Background: an optimization exercise with open tools, aiming at small area. Do not read the settings as production practice. In this exercise RTL edits were held to simulation tests only and were not proved equivalent to the original. Power and IR drop assume default switching activity.

==> 03-20 <==
==> flow/design.v <==
`timescale 1ns / 1ps
module shr(
   input        clk,
   input        rst,
   input        din,      
   input        sh,       
   input        ld,       
   input  [7:0] ld_data,  
   output       dout,     
   output [7:0] dstr      
);
reg [7:0] shr;
always @ (posedge clk)
begin
   if(rst)
      shr <= 8'b0;
   else if(ld)
      shr <= ld_data;
   else if(sh)
      shr <= {din, shr[7:1]};
end
assign dstr = {din, shr[7:1]};
assign dout = shr[0];
endmodule
`timescale 1ns / 1ps
module fifo_cell (
   input  w,
   input  wn,
   input  d,
   input  q,
   output y
);
assign y = ~((wn | d) & (w | q));
endmodule
module fifo_rsel (
   input  sn0,
   input  q0,
   input  sn1,
   input  q1,
   output y
);
assign y = ~((sn0 | q0) & (sn1 | q1));
endmodule
module fifo_rout (
   input  [7:0] t,
   input        phase,
   output       y
);
assign y = ~((|t) ^ phase);
endmodule
module srl_fifo #(
   parameter WIDTH=8
   ) (
   input              clk,
   input              rst,
   input              phase,
   input              wr,
   input              rd,
   input  [WIDTH-1:0] din,
   output [WIDTH-1:0] dout,
   output             empty,
   output             full
);
wire             w  = wr;
wire             wn = ~wr;
wire [WIDTH-1:0] din_x = din ^ {WIDTH{phase}};
reg  [WIDTH-1:0] mem [15:0];
wire [WIDTH-1:0] nxt [15:0];
reg [4:0] addr;
always @ (posedge clk)
begin
   if (rst)
      addr <= 5'h1F;
   else if (wr & ~rd)
      addr <= addr + 1'b1;
   else if (~wr & rd)
      addr <= addr - 1'b1;
end
assign empty = addr[4];
assign full  = ~addr[4] & (&addr[3:0]);
wire [15:0] seln;
genvar i, b;
generate
   for (i = 0; i < 16; i = i + 1) begin : g_ent
      assign seln[i] = ~(addr[3:0] == i);
      for (b = 0; b < WIDTH; b = b + 1) begin : g_bit
         fifo_cell u_cell (
            .w(w), .wn(wn),
            .d(i == 0 ? din_x[b] : mem[i == 0 ? 0 : i-1][b]),
            .q(mem[i][b]),
            .y(nxt[i][b])
         );
      end
      always @ (posedge clk)
         mem[i] <= nxt[i];
   end
   for (b = 0; b < WIDTH; b = b + 1) begin : g_rd
      wire [7:0] t;
      for (i = 0; i < 8; i = i + 1) begin : g_pair
         fifo_rsel u_sel (
            .sn0(seln[2*i]),   .q0(mem[2*i][b]),
            .sn1(seln[2*i+1]), .q1(mem[2*i+1][b]),
            .y(t[i])
         );
      end
      fifo_rout u_out (.t(t), .phase(phase), .y(dout[b]));
   end
endgenerate
endmodule
`timescale 1ns / 1ps
module spi_if(
   input         clk,       
   input         rst,       
   input  [10:0] din,      
   input         cmd,      
   input         wr,       
   input         rd,       
   output [ 8:0] dout,     
   output        ack,      
   output        spi_mosi,
   output        spi_sck,
   output        spi_ss,
   input         spi_miso
);
reg [1:0] spi_mode;        
reg       spi_endianness;  
reg [7:0] spi_baudrate;    
always @ (posedge clk)
begin
   if(rst) begin
      spi_mode       <= 2'b0;
      spi_endianness <= 1'b0;
      spi_baudrate   <= 8'b0;
   end
   else if(cmd) begin
      spi_mode       <= din[ 1:0];
      spi_endianness <= din[ 2:2];
      spi_baudrate   <= din[10:3];
   end
end
reg phase;
always @ (posedge clk)
begin
   if (rst)
      phase <= 1'b0;
   else
      phase <= ~phase;
end
wire sck_cntr_en = ~spi_ss;
reg [7:0] sck_cntr;
wire sck_match = (sck_cntr == spi_baudrate);
always @ (posedge clk)
begin
   if (rst)
      sck_cntr <= 8'b0;
   else if(sck_match)
      sck_cntr <= 8'b0;
   else if(sck_cntr_en)
      sck_cntr <= sck_cntr + 1'b1;
end
reg spi_sck_reg;
always @ (posedge clk)
begin
   if (rst)
      spi_sck_reg <= 1'b0;
   else if(~sck_cntr_en)
      spi_sck_reg <= 1'b0;
   else if(sck_match)
      spi_sck_reg <= ~spi_sck_reg;
end
assign spi_sck = (spi_mode[1] == 1'b0) ? (spi_sck_reg & ~spi_ss) : (~spi_sck_reg & spi_ss);
wire sck_tick     = sck_match & sck_cntr_en;
wire spi_sck_rise = ~spi_sck_reg & sck_tick;
wire spi_sck_fall =  spi_sck_reg & sck_tick;
wire spi_step     = spi_mode[0] ? spi_sck_rise : spi_sck_fall;
reg [3:0] state;
localparam S_IDLE = 4'b0000;    
localparam S_DATA = 4'b0001;    
localparam S_ZERO = 4'b0010;    
localparam S_LAST = 4'b1001;    
localparam S_STOP = 4'b1010;    
localparam S_WAIT = 4'b1011;    
wire wr_fifo_empty, wr_fifo_full;
wire [10:0] wr_fifo_dout;
reg spi_tx_stop, spi_rx;
wire st_idle = (state == S_IDLE);
wire st_last = (state == S_LAST);
wire st_stop = (state == S_STOP);
wire start_tx = st_idle & ~wr_fifo_empty & wr_fifo_dout[8];
wire stop_tx  = spi_mode[0] ? (st_last & spi_sck_rise & spi_tx_stop)
                            : (st_stop & spi_sck_rise);
wire read_rx  = st_last & spi_step;
wire next_tx  = read_rx & ~wr_fifo_empty & ~spi_tx_stop;
wire spi_load = start_tx | next_tx;
always @ (posedge clk)
begin
   if(rst)
      state <= S_IDLE;
   else begin
      case(state)
         S_IDLE: begin
            if (start_tx)
               state <= spi_mode[0] ? S_DATA : S_ZERO;
         end
         S_LAST: begin
            if (spi_step) begin
               if (~spi_tx_stop)
                  state <= wr_fifo_empty ? S_WAIT : S_ZERO;
               else
                  state <= spi_mode[0] ? S_IDLE : S_STOP;
            end
         end
         S_WAIT: begin
            if (~wr_fifo_empty)
               state <= S_ZERO;
         end
         S_STOP: begin
            if (spi_sck_rise)
               state <= S_IDLE;
         end
         default: begin
            if (spi_step)
               state <= state + 1'b1;
         end
      endcase
   end
end
wire spi_shr_sh = (state >= S_ZERO) & (state < S_LAST) & spi_step;
wire wr_fifo_wr = wr & ~wr_fifo_full;
srl_fifo #(
   .WIDTH(11)
) wr_fifo (
   .clk(clk),
   .rst(rst),
   .phase(phase),
   .wr(wr_fifo_wr),
   .rd(spi_load),
   .din(din),
   .dout(wr_fifo_dout),
   .empty(wr_fifo_empty),
   .full(wr_fifo_full)
);
wire [7:0] wr_fifo_dout_ordered = spi_endianness ? wr_fifo_dout[7:0]
                                                 : {wr_fifo_dout[0], wr_fifo_dout[1],
                                                    wr_fifo_dout[2], wr_fifo_dout[3],
                                                    wr_fifo_dout[4], wr_fifo_dout[5],
                                                    wr_fifo_dout[6], wr_fifo_dout[7]};
always @ (posedge clk)
begin
   if(spi_load) begin
      spi_tx_stop  <= wr_fifo_dout[ 9];
      spi_rx       <= wr_fifo_dout[10];
   end
end
wire [7:0] spi_shr_dout;
wire [7:0] spi_shr_dout_ordered;
wire rd_fifo_empty, rd_fifo_full;
wire [7:0] rd_fifo_dout;
reg  rd_fifo_rd;
wire rd_fifo_wr = read_rx & ~rd_fifo_full & spi_rx;
srl_fifo #(
   .WIDTH(8)
) rd_fifo (
   .clk(clk),
   .rst(rst),
   .phase(phase),
   .wr(rd_fifo_wr),
   .rd(rd_fifo_rd),
   .din(spi_shr_dout_ordered),
   .dout(rd_fifo_dout),
   .empty(rd_fifo_empty),
   .full(rd_fifo_full)
);
assign dout = {rd_fifo_empty, rd_fifo_dout & {8{~rd_fifo_empty}}};
always @ (posedge clk)
begin
   if(rst)
      rd_fifo_rd <= 1'b0;
   else
      rd_fifo_rd <= (rd & ~rd_fifo_empty);
end
reg ack_reg;
always @ (posedge clk)
begin
   if(rst)
      ack_reg <= 1'b0;
   else
      ack_reg <= wr_fifo_wr | rd | cmd;
end
assign ack = ack_reg;
shr spi_shr (
   .clk(clk),
   .rst(rst),
   .din(spi_miso),
   .sh(spi_shr_sh),
   .ld(spi_load),
   .ld_data(wr_fifo_dout_ordered),
   .dout(spi_mosi),
   .dstr(spi_shr_dout)
);
assign spi_shr_dout_ordered = spi_endianness ? spi_shr_dout[7:0]
                                             : {spi_shr_dout[0], spi_shr_dout[1],
                                                spi_shr_dout[2], spi_shr_dout[3],
                                                spi_shr_dout[4], spi_shr_dout[5],
                                                spi_shr_dout[6], spi_shr_dout[7]};
reg spi_ss_reg;  
always @ (posedge clk)
begin
   if(rst)
      spi_ss_reg <= 1'b1;
   else if(stop_tx)
      spi_ss_reg <= 1'b1;
   else if(start_tx)
      spi_ss_reg <= 1'b0;
end
assign spi_ss = spi_ss_reg;
endmodule
`timescale 1ns / 1ps
module wishbone_if(
   input         clk,       
   input         rst,       
   input  [31:0] wb_addr,   
   input         wb_we,     
   input         wb_stb,   
   input         wb_cyc,   
   input  [31:0] wb_dout,   
   output [31:0] wb_din,    
   output        wb_ack,    
   output [10:0] dout,      
   output        cmd,       
   output        wr,        
   output        rd,        
   input  [ 8:0] din,       
   input         ack        
);
wire select = wb_stb & wb_cyc;
reg [1:0] select_reg;
always @ (posedge clk)
begin
   if(rst)
      select_reg <= 2'b0;
   else
      select_reg <= {select_reg[0], select};
end
wire select_rise = select_reg[0] & ~select_reg[1];
wire addr_base = ~(|wb_addr[31:6]) & ~(|wb_addr[3:0]);
wire addr_data = addr_base & ~wb_addr[5] &  wb_addr[4];
wire addr_cmd  = addr_base &  wb_addr[5] & ~wb_addr[4];
assign wb_din = {23'b0, din & {9{select & ~wb_we & ack}}};
assign wb_ack = select & ack;
assign dout   = wb_dout[10:0] & {11{select}};
assign cmd    = addr_cmd  & select_rise &  wb_we;
assign wr     = addr_data & select_rise &  wb_we;
assign rd     = addr_data & select_rise & ~wb_we;
endmodule
`timescale 1ns / 1ps
module top_level(
   input         clk,
   input         rst,
   input  [31:0] wb_addr,   
   input         wb_we,     
   input         wb_stb,   
   input         wb_cyc,   
   input  [31:0] wb_dout,   
   output [31:0] wb_din,    
   output        wb_ack,    
   output        spi_mosi,
   output        spi_sck,
   output        spi_ss,
   input         spi_miso
);
wire [10:0] dout;
wire [ 8:0] din;
wire cmd, wr, rd, ack;
wishbone_if wishbone_interface (
   .clk(clk), 
   .rst(rst), 
   .wb_addr(wb_addr), 
   .wb_we(wb_we), 
   .wb_stb(wb_stb), 
   .wb_cyc(wb_cyc), 
   .wb_dout(wb_dout), 
   .wb_din(wb_din), 
   .wb_ack(wb_ack), 
   .dout(dout), 
   .cmd(cmd), 
   .wr(wr), 
   .rd(rd), 
   .din(din), 
   .ack(ack)
);
spi_if spi_interface (
   .clk(clk),
   .rst(rst),
   .din(dout),
   .cmd(cmd),
   .wr(wr),
   .rd(rd),
   .dout(din),
   .ack(ack),
   .spi_mosi(spi_mosi),
   .spi_sck(spi_sck),
   .spi_ss(spi_ss),
   .spi_miso(spi_miso)
);
endmodule
==> flow/flow/run.sh <==
#!/bin/bash
# Own flow: the standard layout, but synthesis maps logic with an
# area-oriented ABC script (flow/area.abc). Each tool's output goes to a log
# file in the work folder.
set -euo pipefail
W=$(pwd)
export OWN_WORK=$W
export OWN_ABC_SCRIPT=$W/flow/area.abc
make -C "$FLOW_HOME" DESIGN_CONFIG="$W/config.mk" WORK_HOME="$W/orfs" CLKGATE_MAP_FILE= \
  SYNTH_SCRIPT="$W/flow/own_synth.tcl" synth > "$W/own_synth.log" 2>&1
bash standard.sh > "$W/standard.log" 2>&1
==> flow/flow/area.abc <==
strash
dch
amap
topo
==> flow/flow/own_synth.tcl <==
proc abc {args} {
  set i [lsearch -exact $args -script]
  if {$i >= 0} { lset args [expr {$i + 1}] $::env(OWN_ABC_SCRIPT) }
  yosys abc {*}$args
}
source $::env(OWN_WORK)/synth_recipe.tcl
==> flow/standard.sh <==
#!/bin/bash
# synth_recipe.tcl (not shown) runs the flow's synth.tcl, then flattens the netlist and writes it again
# the make line also repeats each setting of config.mk as NAME=value (left out here)
make -C /OpenROAD-flow-scripts/flow DESIGN_CONFIG=/design/flow/config.mk WORK_HOME=/design/flow/orfs CLKGATE_MAP_FILE= SYNTH_SCRIPT=/design/flow/synth_recipe.tcl "${@:-finish}"
==> flow/config.mk <==
export PLATFORM = sky130hd
export DESIGN_NAME = top_level
export DESIGN_NICKNAME = top_level
export VERILOG_FILES = /design/flow/design.v
export SDC_FILE = /design/flow/constraint.sdc
export NUM_CORES = 4
export LEC_CHECK = 0
export ABC_AREA = 1
export CAP_MARGIN = 20
export CORE_MARGIN = 2
export CORE_UTILIZATION = 40
export SLEW_MARGIN = 20
export SYNTH_HIERARCHICAL = 1
==> flow/constraint.sdc <==
create_clock -name core_clock -period 3.5 [get_ports {clk}]
set_input_delay 0.7000 -clock core_clock [delete_from_list [all_inputs] [get_ports {clk}]]
set_output_delay 0.7000 -clock core_clock [all_outputs]
set_load 0.01 [all_outputs]
==> 11-01 (differences from 03-20) <==
--- a/flow/design.v
+++ b/flow/design.v
@@ -1,26 +1,47 @@
 `timescale 1ns / 1ps
+module shr_cell (
+   input  cl,
+   input  l,
+   input  cs,
+   input  s,
+   input  ch,
+   input  q,
+   output y
+);
+assign y = ~((cl & l) | (cs & s) | (ch & q));
+endmodule
 module shr(
    input        clk,
    input        rst,
-   input        din,      
+   input        phase,
+   input        mx,       
    input        sh,       
    input        ld,       
-   input  [7:0] ld_data,  
+   input  [7:0] ld_x,     
    output       dout,     
-   output [7:0] dstr      
+   output [7:0] dstr_x    
 );
-reg [7:0] shr;
+reg  [7:0] r;
+wire [7:0] nxt;
+wire [7:0] sh_x = {mx, r[7:1]};
+wire cl = ld & ~rst;
+wire cs = sh & ~ld & ~rst;
+wire ch = ~sh & ~ld & ~rst;
+genvar i;
+generate
+   for (i = 0; i < 8; i = i + 1) begin : g_bit
+      shr_cell u_cell (
+         .cl(cl), .l(ld_x[i]),
+         .cs(cs), .s(sh_x[i]),
+         .ch(ch), .q(r[i]),
+         .y(nxt[i])
+      );
+   end
+endgenerate
 always @ (posedge clk)
-begin
-   if(rst)
-      shr <= 8'b0;
-   else if(ld)
-      shr <= ld_data;
-   else if(sh)
-      shr <= {din, shr[7:1]};
-end
-assign dstr = {din, shr[7:1]};
-assign dout = shr[0];
+   r <= nxt;
+assign dstr_x = sh_x;
+assign dout   = r[0] ^ phase;
 endmodule
 `timescale 1ns / 1ps
 module fifo_cell (
@@ -32,6 +53,35 @@
 );
 assign y = ~((wn | d) & (w | q));
 endmodule
+module fifo_cell3 (
+   input  wa,
+   input  a,
+   input  wb,
+   input  b,
+   input  wn,
+   input  q,
+   output y
+);
+assign y = ~((wa & a) | (wb & b) | (wn & q));
+endmodule
+module fifo_cell_in (
+   input  ca,
+   input  cb,
+   input  wn,
+   input  d,
+   input  q,
+   output y
+);
+assign y = ~((ca & d) | (cb & ~d) | (wn & q));
+endmodule
+module fifo_pick (
+   input  o,
+   input  b1,
+   input  b0,
+   output y
+);
+assign y = ~(o ? b1 : b0);
+endmodule
 module fifo_rsel (
    input  sn0,
    input  q0,
@@ -41,29 +91,35 @@
 );
 assign y = ~((sn0 | q0) & (sn1 | q1));
 endmodule
-module fifo_rout (
+module fifo_or8 (
    input  [7:0] t,
-   input        phase,
    output       y
 );
-assign y = ~((|t) ^ phase);
+assign y = |t;
 endmodule
 module srl_fifo #(
-   parameter WIDTH=8
+   parameter WIDTH=8,
+   parameter REV=0,
+   parameter BUS=0
    ) (
    input              clk,
    input              rst,
-   input              phase,
    input              wr,
    input              rd,
-   input  [WIDTH-1:0] din,
-   output [WIDTH-1:0] dout,
+   input              rev,
+   input              sel,
+   input              phase,
+   input  [WIDTH-1:0] din_x,
+   output [WIDTH-1:0] dor,
    output             empty,
    output             full
 );
-wire             w  = wr;
-wire             wn = ~wr;
-wire [WIDTH-1:0] din_x = din ^ {WIDTH{phase}};
+wire w   = wr;
+wire wn  = ~wr;
+wire wa  = wr & ~rev;
+wire wb  = wr &  rev;
+wire ca  = wr & (sel ^ phase);
+wire cb  = wr & phase;
 reg  [WIDTH-1:0] mem [15:0];
 wire [WIDTH-1:0] nxt [15:0];
 reg [4:0] addr;
@@ -84,12 +140,28 @@
    for (i = 0; i < 16; i = i + 1) begin : g_ent
       assign seln[i] = ~(addr[3:0] == i);
       for (b = 0; b < WIDTH; b = b + 1) begin : g_bit
-         fifo_cell u_cell (
-            .w(w), .wn(wn),
-            .d(i == 0 ? din_x[b] : mem[i == 0 ? 0 : i-1][b]),
-            .q(mem[i][b]),
-            .y(nxt[i][b])
-         );
+         if (i == 0 && REV != 0 && b < 8) begin : g_rev
+            fifo_cell3 u_cell (
+               .wa(wa), .a(din_x[b]),
+               .wb(wb), .b(din_x[7-b]),
+               .wn(wn), .q(mem[0][b]),
+               .y(nxt[0][b])
+            );
+         end else if (i == 0 && BUS != 0) begin : g_bus
+            fifo_cell_in u_cell (
+               .ca(ca), .cb(cb), .wn(wn),
+               .d(din_x[b]),
+               .q(mem[0][b]),
+               .y(nxt[0][b])
+            );
+         end else begin : g_fwd
+            fifo_cell u_cell (
+               .w(w), .wn(wn),
+               .d(i == 0 ? din_x[b] : mem[i == 0 ? 0 : i-1][b]),
+               .q(mem[i][b]),
+               .y(nxt[i][b])
+            );
+         end
       end
       always @ (posedge clk)
          mem[i] <= nxt[i];
@@ -103,7 +175,7 @@
             .y(t[i])
          );
       end
-      fifo_rout u_out (.t(t), .phase(phase), .y(dout[b]));
+      fifo_or8 u_or (.t(t), .y(dor[b]));
    end
 endgenerate
 endmodule
@@ -112,6 +184,8 @@
    input         clk,       
    input         rst,       
    input  [10:0] din,      
+   input         sel,      
+   input         rdack,    
    input         cmd,      
    input         wr,       
    input         rd,       
@@ -125,24 +199,27 @@
 reg [1:0] spi_mode;        
 reg       spi_endianness;  
 reg [7:0] spi_baudrate;    
+wire        cfg_ld   = cmd & sel & ~rst;
+wire        cfg_hold = ~cmd & ~rst;
+wire [10:0] cfg_q    = {spi_baudrate, spi_endianness, spi_mode};
+wire [10:0] cfg_d;
+genvar gi;
+generate
+   for (gi = 0; gi < 11; gi = gi + 1) begin : g_cfg
+      cfg_cell u_cfg (.c1(cfg_ld), .d(din[gi]), .c2(cfg_hold), .q(cfg_q[gi]), .y(cfg_d[gi]));
+   end
+endgenerate
 always @ (posedge clk)
 begin
-   if(rst) begin
-      spi_mode       <= 2'b0;
-      spi_endianness <= 1'b0;
-      spi_baudrate   <= 8'b0;
-   end
-   else if(cmd) begin
-      spi_mode       <= din[ 1:0];
-      spi_endianness <= din[ 2:2];
-      spi_baudrate   <= din[10:3];
-   end
+   spi_mode       <= cfg_d[ 1:0];
+   spi_endianness <= cfg_d[ 2:2];
+   spi_baudrate   <= cfg_d[10:3];
 end
 reg phase;
 always @ (posedge clk)
 begin
    if (rst)
-      phase <= 1'b0;
+      phase <= 1'b1;
    else
       phase <= ~phase;
 end
@@ -227,19 +304,25 @@
 end
 wire spi_shr_sh = (state >= S_ZERO) & (state < S_LAST) & spi_step;
 wire wr_fifo_wr = wr & ~wr_fifo_full;
+wire [10:0] wr_fifo_or;
 srl_fifo #(
-   .WIDTH(11)
+   .WIDTH(11),
+   .BUS(1)
 ) wr_fifo (
    .clk(clk),
    .rst(rst),
-   .phase(phase),
    .wr(wr_fifo_wr),
    .rd(spi_load),
-   .din(din),
-   .dout(wr_fifo_dout),
+   .rev(1'b0),
+   .sel(sel),
+   .phase(phase),
+   .din_x(din),
+   .dor(wr_fifo_or),
    .empty(wr_fifo_empty),
    .full(wr_fifo_full)
 );
+assign wr_fifo_dout[10:8] = ~(wr_fifo_or[10:8] ^ {3{phase}});
+assign wr_fifo_dout[7:0]  = ~wr_fifo_or[7:0];
 wire [7:0] wr_fifo_dout_ordered = spi_endianness ? wr_fifo_dout[7:0]
                                                  : {wr_fifo_dout[0], wr_fifo_dout[1],
                                                     wr_fifo_dout[2], wr_fifo_dout[3],
@@ -252,26 +335,37 @@
       spi_rx       <= wr_fifo_dout[10];
    end
 end
-wire [7:0] spi_shr_dout;
-wire [7:0] spi_shr_dout_ordered;
+wire [7:0] spi_shr_dstr_x;
 wire rd_fifo_empty, rd_fifo_full;
-wire [7:0] rd_fifo_dout;
+wire [7:0] rd_fifo_or;
 reg  rd_fifo_rd;
 wire rd_fifo_wr = read_rx & ~rd_fifo_full & spi_rx;
 srl_fifo #(
-   .WIDTH(8)
+   .WIDTH(8),
+   .REV(1)
 ) rd_fifo (
    .clk(clk),
    .rst(rst),
-   .phase(phase),
    .wr(rd_fifo_wr),
    .rd(rd_fifo_rd),
-   .din(spi_shr_dout_ordered),
-   .dout(rd_fifo_dout),
+   .rev(~spi_endianness),
+   .sel(1'b0),
+   .phase(phase),
+   .din_x(spi_shr_dstr_x),
+   .dor(rd_fifo_or),
    .empty(rd_fifo_empty),
    .full(rd_fifo_full)
 );
-assign dout = {rd_fifo_empty, rd_fifo_dout & {8{~rd_fifo_empty}}};
+wire rd_show  = rdack & ~rd_fifo_empty;
+wire rd_show1 = ~(rd_show &  phase);
+wire rd_show0 = ~(rd_show & ~phase);
+genvar gk;
+generate
+   for (gk = 0; gk < 8; gk = gk + 1) begin : g_out
+      fifo_pick u_pick (.o(rd_fifo_or[gk]), .b1(rd_show1), .b0(rd_show0), .y(dout[gk]));
+   end
+endgenerate
+assign dout[8] = rdack & rd_fifo_empty;
 always @ (posedge clk)
 begin
    if(rst)
@@ -291,18 +385,14 @@
 shr spi_shr (
    .clk(clk),
    .rst(rst),
-   .din(spi_miso),
+   .phase(phase),
+   .mx(spi_miso ^ phase),
    .sh(spi_shr_sh),
    .ld(spi_load),
-   .ld_data(wr_fifo_dout_ordered),
+   .ld_x(wr_fifo_dout_ordered),
    .dout(spi_mosi),
-   .dstr(spi_shr_dout)
+   .dstr_x(spi_shr_dstr_x)
 );
-assign spi_shr_dout_ordered = spi_endianness ? spi_shr_dout[7:0]
-                                             : {spi_shr_dout[0], spi_shr_dout[1],
-                                                spi_shr_dout[2], spi_shr_dout[3],
-                                                spi_shr_dout[4], spi_shr_dout[5],
-                                                spi_shr_dout[6], spi_shr_dout[7]};
 reg spi_ss_reg;  
 always @ (posedge clk)
 begin
@@ -315,6 +405,15 @@
 end
 assign spi_ss = spi_ss_reg;
 endmodule
+module cfg_cell (
+   input  c1,
+   input  d,
+   input  c2,
+   input  q,
+   output y
+);
+assign y = (c1 & d) | (c2 & q);
+endmodule
 `timescale 1ns / 1ps
 module wishbone_if(
    input         clk,       
@@ -324,13 +423,13 @@
    input         wb_stb,   
    input         wb_cyc,   
    input  [31:0] wb_dout,   
-   output [31:0] wb_din,    
    output        wb_ack,    
    output [10:0] dout,      
+   output        sel,       
+   output        rdack,     
    output        cmd,       
    output        wr,        
    output        rd,        
-   input  [ 8:0] din,       
    input         ack        
 );
 wire select = wb_stb & wb_cyc;
@@ -346,9 +445,10 @@
 wire addr_base = ~(|wb_addr[31:6]) & ~(|wb_addr[3:0]);
 wire addr_data = addr_base & ~wb_addr[5] &  wb_addr[4];
 wire addr_cmd  = addr_base &  wb_addr[5] & ~wb_addr[4];
-assign wb_din = {23'b0, din & {9{select & ~wb_we & ack}}};
 assign wb_ack = select & ack;
-assign dout   = wb_dout[10:0] & {11{select}};
+assign rdack  = select & ~wb_we & ack;
+assign dout   = wb_dout[10:0];
+assign sel    = select;
 assign cmd    = addr_cmd  & select_rise &  wb_we;
 assign wr     = addr_data & select_rise &  wb_we;
 assign rd     = addr_data & select_rise & ~wb_we;
@@ -371,7 +471,8 @@
 );
 wire [10:0] dout;
 wire [ 8:0] din;
-wire cmd, wr, rd, ack;
+wire sel, rdack, cmd, wr, rd, ack;
+assign wb_din = {23'b0, din};
 wishbone_if wishbone_interface (
    .clk(clk), 
    .rst(rst), 
@@ -380,19 +481,21 @@
    .wb_stb(wb_stb), 
    .wb_cyc(wb_cyc), 
    .wb_dout(wb_dout), 
-   .wb_din(wb_din), 
    .wb_ack(wb_ack), 
    .dout(dout), 
+   .sel(sel), 
+   .rdack(rdack), 
    .cmd(cmd), 
    .wr(wr), 
    .rd(rd), 
-   .din(din), 
    .ack(ack)
 );
 spi_if spi_interface (
    .clk(clk),
    .rst(rst),
    .din(dout),
+   .sel(sel),
+   .rdack(rdack),
    .cmd(cmd),
    .wr(wr),
    .rd(rd),
--- a/flow/flow/run.sh
+++ b/flow/flow/run.sh
@@ -8,4 +8,5 @@
 export OWN_ABC_SCRIPT=$W/flow/area.abc
 make -C "$FLOW_HOME" DESIGN_CONFIG="$W/config.mk" WORK_HOME="$W/orfs" CLKGATE_MAP_FILE= \
   SYNTH_SCRIPT="$W/flow/own_synth.tcl" synth > "$W/own_synth.log" 2>&1
+export BUFFER_PORTS_ARGS="-buffer_cell sky130_fd_sc_hd__buf_1"
 bash standard.sh > "$W/standard.log" 2>&1
Settings changed: CAP_MARGIN 20 to 0, CORE_UTILIZATION 40 to 76, CTS_BUF_LIST set to sky130_fd_sc_hd__clkbuf_8, CTS_CLUSTER_DIAMETER set to 60, CTS_CLUSTER_SIZE set to 18, SLEW_MARGIN 20 to 0.
==> summary of the runs <==
- Between 11-01 and 03-20, the lower register-to-register slack is in 11-01 (gap 0.06 ns).
- In combinational power, 03-20 and 11-01 hardly differ.
- Between 11-01 and 03-20, the lower final area is in 11-01 (gap about 14%, measured against 03-20).
- Sequential power is about the same in 11-01 and 03-20.
- Against 03-20, the first-iteration DRC count of 11-01 is larger by 70%.
- Between 11-01 and 03-20, the lower sequential share of layout area is in 03-20 (gap 7.1 points).
- Against 03-20, the clock power of 11-01 is smaller by 53%.
- Between 11-01 and 03-20, the lower cell count is in 11-01 (gap about 19%, measured against 03-20).
- Of 03-20 and 11-01, 03-20 has the higher non-clock buffer count (gap 28).
==> figures <==
                                                                                                      11-01                      03-20
Outcome                                                                    no timing/DRC/antenna violations  no timing/DRC/antenna violations
Start of the worst register-to-register path                                  spi_interface.wr_fifo.addr[2]  spi_interface.sck_cntr[3]
Detail-routed via count per cell                                                                       7.10                       5.83
Final-layout fill cell count                                                                            902                      2,923
Cell depth of the worst hold path                                                                         3                          2
Clock Power Share                                                                                     0.292                      0.467
Average instance area after synthesis                                                              10.2 um2                   9.70 um2
Via count of the routed design                                                                       11,134                     11,246
Final cell count without fillers                                                                      1,569                      1,930
Die X-Extent                                                                                         132 um                     183 um
Largest fanout on the critical path                                                                       8                          3
Power density relative to cell area                                                              448 mW/mm2                 511 mW/mm2
Number of design-rule violations left by the first detailed-router iteration                          1,579                        928
Count of inserted tapcells                                                                              216                        402
Multi-input gate share of the layout cell area                                                        0.371                      0.351
Clock distribution power                                                                          0.00181 W                  0.00383 W
Met1 routed wirelength after detailed routing                                                     13,100 um                  16,600 um
Number of global-route vias before repair                                                             9,886                      9,979
Multi-In Gates                                                                                          791                        898

-- re-timing with driven ports --
The flow's constraints put no driver on any port. The routed layouts listed below were extracted and timed again, unchanged, in two steps.
Step 1: set_driving_cell puts a clkbuf_16 on clk and a buf_2 on each other input, an assumption about the parent block.
Step 2 adds t to the input delays and takes it off the output delays; t is the mean of the earliest and latest rising clock arrival at the registers after step 1. Input paths then give back, and output paths get back, about the clock's delay inside the block.
Three values: ideal ports, drivers, drivers and shift; two values: the first two.
| run | t (ns) | slack for setup (ns) | latest minus earliest clock arrival (ns) | slew at the worst register clock pin (ns) | cell pins on the clock port's net |
|---|---|---|---|---|---|
| 03-20 | 0.564 | 0.135 / 0.089 / -0.402 | 0.019 / 0.019 | 0.06 / 0.06 | 1 |
| 11-01 | 0.581 | 0.082 / 0.067 / -0.155 | 0.017 / 0.017 | 0.11 / 0.11 | 1 |
Met with ideal ports but missed after step 2: setup timing in 03-20 and 11-01. For 03-20, which loses most, drivers alone change the setup slack by -0.046 ns; drivers and shift together by -0.537 ns.
